Source: an optimization exercise on an open RTL-to-GDS flow (aim: small area, a short achievable clock period and few clock cycles). Production flows keep margins and buffers that such runs may drop.
No activity file was given, so power comes from the tool's default toggle rates.

==> v8 <==
// GCD
module GCD #(parameter WIDTH = 16) (clk,a,b,start,gcd,done);
==> module GCD, before the edit <==
module GCD #(parameter WIDTH = 16) (clk,a,b,start,gcd,done);
    input clk;
    input [WIDTH-1:0] a;
    input [WIDTH-1:0] b;
    input start;
    output [WIDTH-1:0] gcd;
    output done;
    localparam KW = 4;    
    reg [WIDTH-1:0] x, y;
    reg [KW-1:0] k;
    reg nx, ny;         
    function [KW-1:0] ctz;
        input [WIDTH-1:0] v;
        integer i;
        begin
            ctz = 0;
            for (i = WIDTH-1; i >= 0; i = i - 1)
                if (v[i]) ctz = i;
        end
    endfunction
    wire [WIDTH-1:0] kh = {{(WIDTH-1){1'b0}}, 1'b1} << k;
    wire [WIDTH-1:0] kh1 = {kh[WIDTH-2:0], 1'b0};
    wire [WIDTH-1:0] kh2 = {kh[WIDTH-3:0], 2'b00};
    wire [WIDTH-1:0] e = x ^ y;
    wire x1 = |(x & kh1);
    wire y1 = |(y & kh1);
    wire x2 = |(x & kh2);
    wire y2 = |(y & kh2);
    wire e1 = x1 ^ y1;                  
    wire e2 = x2 ^ y2;                  
    wire [WIDTH-1:0] pn, gn;      
    genvar j;
    generate
        for (j = 0; j < WIDTH; j = j + 1) begin : bp
            gcd_xor2 u_p (.a(x[j]), .b(y[j]), .z(pn[j]));
            gcd_orn2 u_g (.a(y[j]), .b(x[j]), .z(gn[j]));
        end
    endgenerate
    wire [WIDTH-1:0] p = ~pn;
    wire [WIDTH-1:0] G, P;        
    gcd_prefix #(WIDTH) u_pfx (.gn(gn), .pn(pn), .G(G), .P(P));
    wire neg = ~(G[WIDTH-1] | P[WIDTH-1]);    
    wire busy = ~P[WIDTH-1];                  
    wire [WIDTH-1:0] Gb = {G[WIDTH-2:0], 1'b0};
    wire [WIDTH-1:0] Pb = {P[WIDTH-2:0], 1'b1};
    wire [WIDTH-1:0] dxy = p ^ (Gb | Pb);
    wire [WIDTH-1:0] dyx = ~(p ^ Gb);
    wire sub = busy & ~nx & ~ny;
    wire [WIDTH-1:0] rx = e1 ? {1'b0, dxy[WIDTH-1:1]} : {2'b00, dxy[WIDTH-1:2]};
    wire [WIDTH-1:0] ry = e1 ? {1'b0, dyx[WIDTH-1:1]} : {2'b00, dyx[WIDTH-1:2]};
    wire [WIDTH-1:0] xn = x1 ? {1'b0, x[WIDTH-1:1]} : {2'b00, x[WIDTH-1:2]};
    wire [WIDTH-1:0] yn = y1 ? {1'b0, y[WIDTH-1:1]} : {2'b00, y[WIDTH-1:2]};
    wire ox = x1 ? 1'b0 : ~x2;
    wire oy = y1 ? 1'b0 : ~y2;
    wire od = ~e1 & ~e2;
    wire [WIDTH-1:0] ab = a | b;
    reg [WIDTH-1:0] lb;
    reg seen;
    integer i;
    always @* begin
        seen = 1'b0;
        for (i = 0; i < WIDTH; i = i + 1) begin
            lb[i] = ab[i] & ~seen;
            seen = seen | ab[i];
        end
    end
    wire nx0 = ~|(a & lb);
    wire ny0 = ~|(b & lb);
    wire wx = sub & ~neg;
    wire wy = sub & neg;
    wire [WIDTH-1:0] nxt_x = ({WIDTH{start}} & a) |
                             ({WIDTH{~start & nx}} & xn) |
                             ({WIDTH{~start & ~nx & wx}} & rx) |
                             ({WIDTH{~start & ~nx & ~wx}} & x);
    wire [WIDTH-1:0] nxt_y = ({WIDTH{start}} & b) |
                             ({WIDTH{~start & ny}} & yn) |
                             ({WIDTH{~start & ~ny & wy}} & ry) |
                             ({WIDTH{~start & ~ny & ~wy}} & y);
    wire nxt_nx = (start & nx0) | (~start & nx & ox) | (~start & ~nx & wx & od);
    wire nxt_ny = (start & ny0) | (~start & ny & oy) | (~start & ~ny & wy & od);
    wire [KW-1:0] nxt_k = ({KW{start}} & ctz(ab)) | ({KW{~start}} & k);
    always @(posedge clk) begin
        x <= nxt_x;
        y <= nxt_y;
        nx <= nxt_nx;
        ny <= nxt_ny;
        k <= nxt_k;
    end
    assign gcd = x;
    assign done = ~|e;
endmodule
==> module gcd_prefix, before the edit <==
module gcd_prefix #(parameter WIDTH = 16) (gn, pn, G, P);
    input [WIDTH-1:0] gn, pn;     
    output [WIDTH-1:0] G, P;
    localparam L = 4;    
    wire [WIDTH-1:0] gl [0:L];
    wire [WIDTH-1:0] pl [0:L];
    assign gl[0] = gn;
    assign pl[0] = pn;
    genvar l, i;
    generate
        for (l = 0; l < L; l = l + 1) begin : lv
            for (i = 0; i < WIDTH; i = i + 1) begin : bt
                if (((i >> l) & 1) == 1) begin : op
                    if (l % 2 == 0) begin : pos
                        gcd_pgo u (.ghn(gl[l][i]), .phn(pl[l][i]),
                                   .gln(gl[l][((i >> l) << l) - 1]), .pln(pl[l][((i >> l) << l) - 1]),
                                   .g(gl[l+1][i]), .p(pl[l+1][i]));
                    end else begin : ngt
                        gcd_pga u (.gh(gl[l][i]), .ph(pl[l][i]),
                                   .gl(gl[l][((i >> l) << l) - 1]), .pl(pl[l][((i >> l) << l) - 1]),
                                   .gn(gl[l+1][i]), .pn(pl[l+1][i]));
                    end
                end else begin : pass
                    assign gl[l+1][i] = ~gl[l][i];
                    assign pl[l+1][i] = ~pl[l][i];
                end
            end
        end
    endgenerate
    assign G = ~gl[L];
    assign P = ~pl[L];
endmodule
==> module gcd_xor2, before the edit <==
module gcd_xor2 (a, b, z);
    input a, b;
    output z;
    assign z = a ^ b;
endmodule
==> module gcd_orn2, before the edit <==
module gcd_orn2 (a, b, z);
    input a, b;
    output z;
    assign z = a | ~b;
endmodule
make LEC_CHECK=0 CAP_MARGIN=20 CORE_MARGIN=2 CORE_UTILIZATION=40 SETUP_SLACK_MARGIN=0.4 SLEW_MARGIN=20 SYNTH_HIERARCHICAL=1 finish   # period 3.0 ns
run.sh (not shown) runs the stock make flow with config.mk's settings and CLKGATE_MAP_FILE= SYNTH_SCRIPT=/design/flow/synth_recipe.tcl, a recipe that flattens the netlist after the stock synthesis.
==> v4 (differences from v8) <==
--- a/flow/design.v
+++ b/flow/design.v
@@ -10,3 +10,2 @@
     reg [KW-1:0] k;
-    reg nx, ny;         
     function [KW-1:0] ctz;
@@ -22,21 +21,12 @@
     wire [WIDTH-1:0] kh1 = {kh[WIDTH-2:0], 1'b0};
-    wire [WIDTH-1:0] kh2 = {kh[WIDTH-3:0], 2'b00};
     wire [WIDTH-1:0] e = x ^ y;
+    wire nx = ~|(x & kh);
+    wire ny = ~|(y & kh);
     wire x1 = |(x & kh1);
     wire y1 = |(y & kh1);
-    wire x2 = |(x & kh2);
-    wire y2 = |(y & kh2);
     wire e1 = x1 ^ y1;                  
-    wire e2 = x2 ^ y2;                  
-    wire [WIDTH-1:0] pn, gn;      
-    genvar j;
-    generate
-        for (j = 0; j < WIDTH; j = j + 1) begin : bp
-            gcd_xor2 u_p (.a(x[j]), .b(y[j]), .z(pn[j]));
-            gcd_orn2 u_g (.a(y[j]), .b(x[j]), .z(gn[j]));
-        end
-    endgenerate
-    wire [WIDTH-1:0] p = ~pn;
+    wire [WIDTH-1:0] p = ~e;
+    wire [WIDTH-1:0] g = x & ~y;
     wire [WIDTH-1:0] G, P;        
-    gcd_prefix #(WIDTH) u_pfx (.gn(gn), .pn(pn), .G(G), .P(P));
+    gcd_prefix #(WIDTH) u_pfx (.g(g), .p(p), .G(G), .P(P));
     wire neg = ~(G[WIDTH-1] | P[WIDTH-1]);    
@@ -52,18 +42,2 @@
     wire [WIDTH-1:0] yn = y1 ? {1'b0, y[WIDTH-1:1]} : {2'b00, y[WIDTH-1:2]};
-    wire ox = x1 ? 1'b0 : ~x2;
-    wire oy = y1 ? 1'b0 : ~y2;
-    wire od = ~e1 & ~e2;
-    wire [WIDTH-1:0] ab = a | b;
-    reg [WIDTH-1:0] lb;
-    reg seen;
-    integer i;
-    always @* begin
-        seen = 1'b0;
-        for (i = 0; i < WIDTH; i = i + 1) begin
-            lb[i] = ab[i] & ~seen;
-            seen = seen | ab[i];
-        end
-    end
-    wire nx0 = ~|(a & lb);
-    wire ny0 = ~|(b & lb);
     wire wx = sub & ~neg;
@@ -78,5 +52,2 @@
                              ({WIDTH{~start & ~ny & ~wy}} & y);
-    wire nxt_nx = (start & nx0) | (~start & nx & ox) | (~start & ~nx & wx & od);
-    wire nxt_ny = (start & ny0) | (~start & ny & oy) | (~start & ~ny & wy & od);
-    wire [KW-1:0] nxt_k = ({KW{start}} & ctz(ab)) | ({KW{~start}} & k);
     always @(posedge clk) begin
@@ -84,11 +55,10 @@
         y <= nxt_y;
-        nx <= nxt_nx;
-        ny <= nxt_ny;
-        k <= nxt_k;
+        if (start)
+            k <= ctz(a | b);
     end
     assign gcd = x;
-    assign done = ~|e;
+    assign done = ~busy;
 endmodule
-module gcd_prefix #(parameter WIDTH = 16) (gn, pn, G, P);
-    input [WIDTH-1:0] gn, pn;     
+module gcd_prefix #(parameter WIDTH = 16) (g, p, G, P);
+    input [WIDTH-1:0] g, p;
     output [WIDTH-1:0] G, P;
@@ -97,4 +67,4 @@
     wire [WIDTH-1:0] pl [0:L];
-    assign gl[0] = gn;
-    assign pl[0] = pn;
+    assign gl[0] = ~g;
+    assign pl[0] = ~p;
     genvar l, i;
@@ -135,11 +105 @@
 endmodule
-module gcd_xor2 (a, b, z);
-    input a, b;
-    output z;
-    assign z = a ^ b;
-endmodule
-module gcd_orn2 (a, b, z);
-    input a, b;
-    output z;
-    assign z = a | ~b;
-endmodule
--- a/flow/config.mk
+++ b/flow/config.mk
@@ -10,3 +10,2 @@
 export CORE_UTILIZATION = 40
-export SETUP_SLACK_MARGIN = 0.4
 export SLEW_MARGIN = 20
==> notes <==
v4 finished clean. v8 completed without violations. Against v4, the synthesized cell count of v8 is higher by 6.6%. Routed wire length: v4 is smaller than v8 (20%). Clock power: v8 is higher than v4 (32%). Sequential power: v4 is smaller than v8 (about 23%). Critical path depth is the same in v4 and v8. Of v8 and v4, v8 has the higher clock-buffer cell count (gap 1). In v8 the final area is higher than in v4, by 19%. In v4 the sequential share of layout area is higher than in v8, by 1.6 points.
No run of this note included a check of the RTL's function; only the layout flow was run.

-- afterwards: timing with drivers on the ports --
The results above use ideal ports. As a check the final layouts listed here were re-extracted and re-timed, cells and wires unchanged.
Step 1: set_driving_cell puts a clkbuf_16 on clk and a buf_2 on each other input, an assumption about the parent block.
Step 2 also shifts input and output timing later by t, the mid clock arrival at the registers, as if the neighbouring blocks saw the same clock.
a / b / c = no drivers / after step 1 / after step 2; a / b = the first two.
| run | t, ns | setup slack, ns | clock arrival spread, ns | worst data-port slew with drivers (ns) | cell pins on the clock port's net |
|---|---|---|---|---|---|
| v8 | 0.319 | 0.296 / 0.296 / 0.296 | 0.004 / 0.004 | 0.04 | 1 |
| v4 | 0.334 | 0.190 / 0.190 / 0.184 | 0.015 / 0.015 | 0.04 | 1 |
After both steps setup and hold are still met in every run listed. The setup slack of v4, which loses most, moves by 0.000 ns with the drivers and by -0.006 ns with both steps.
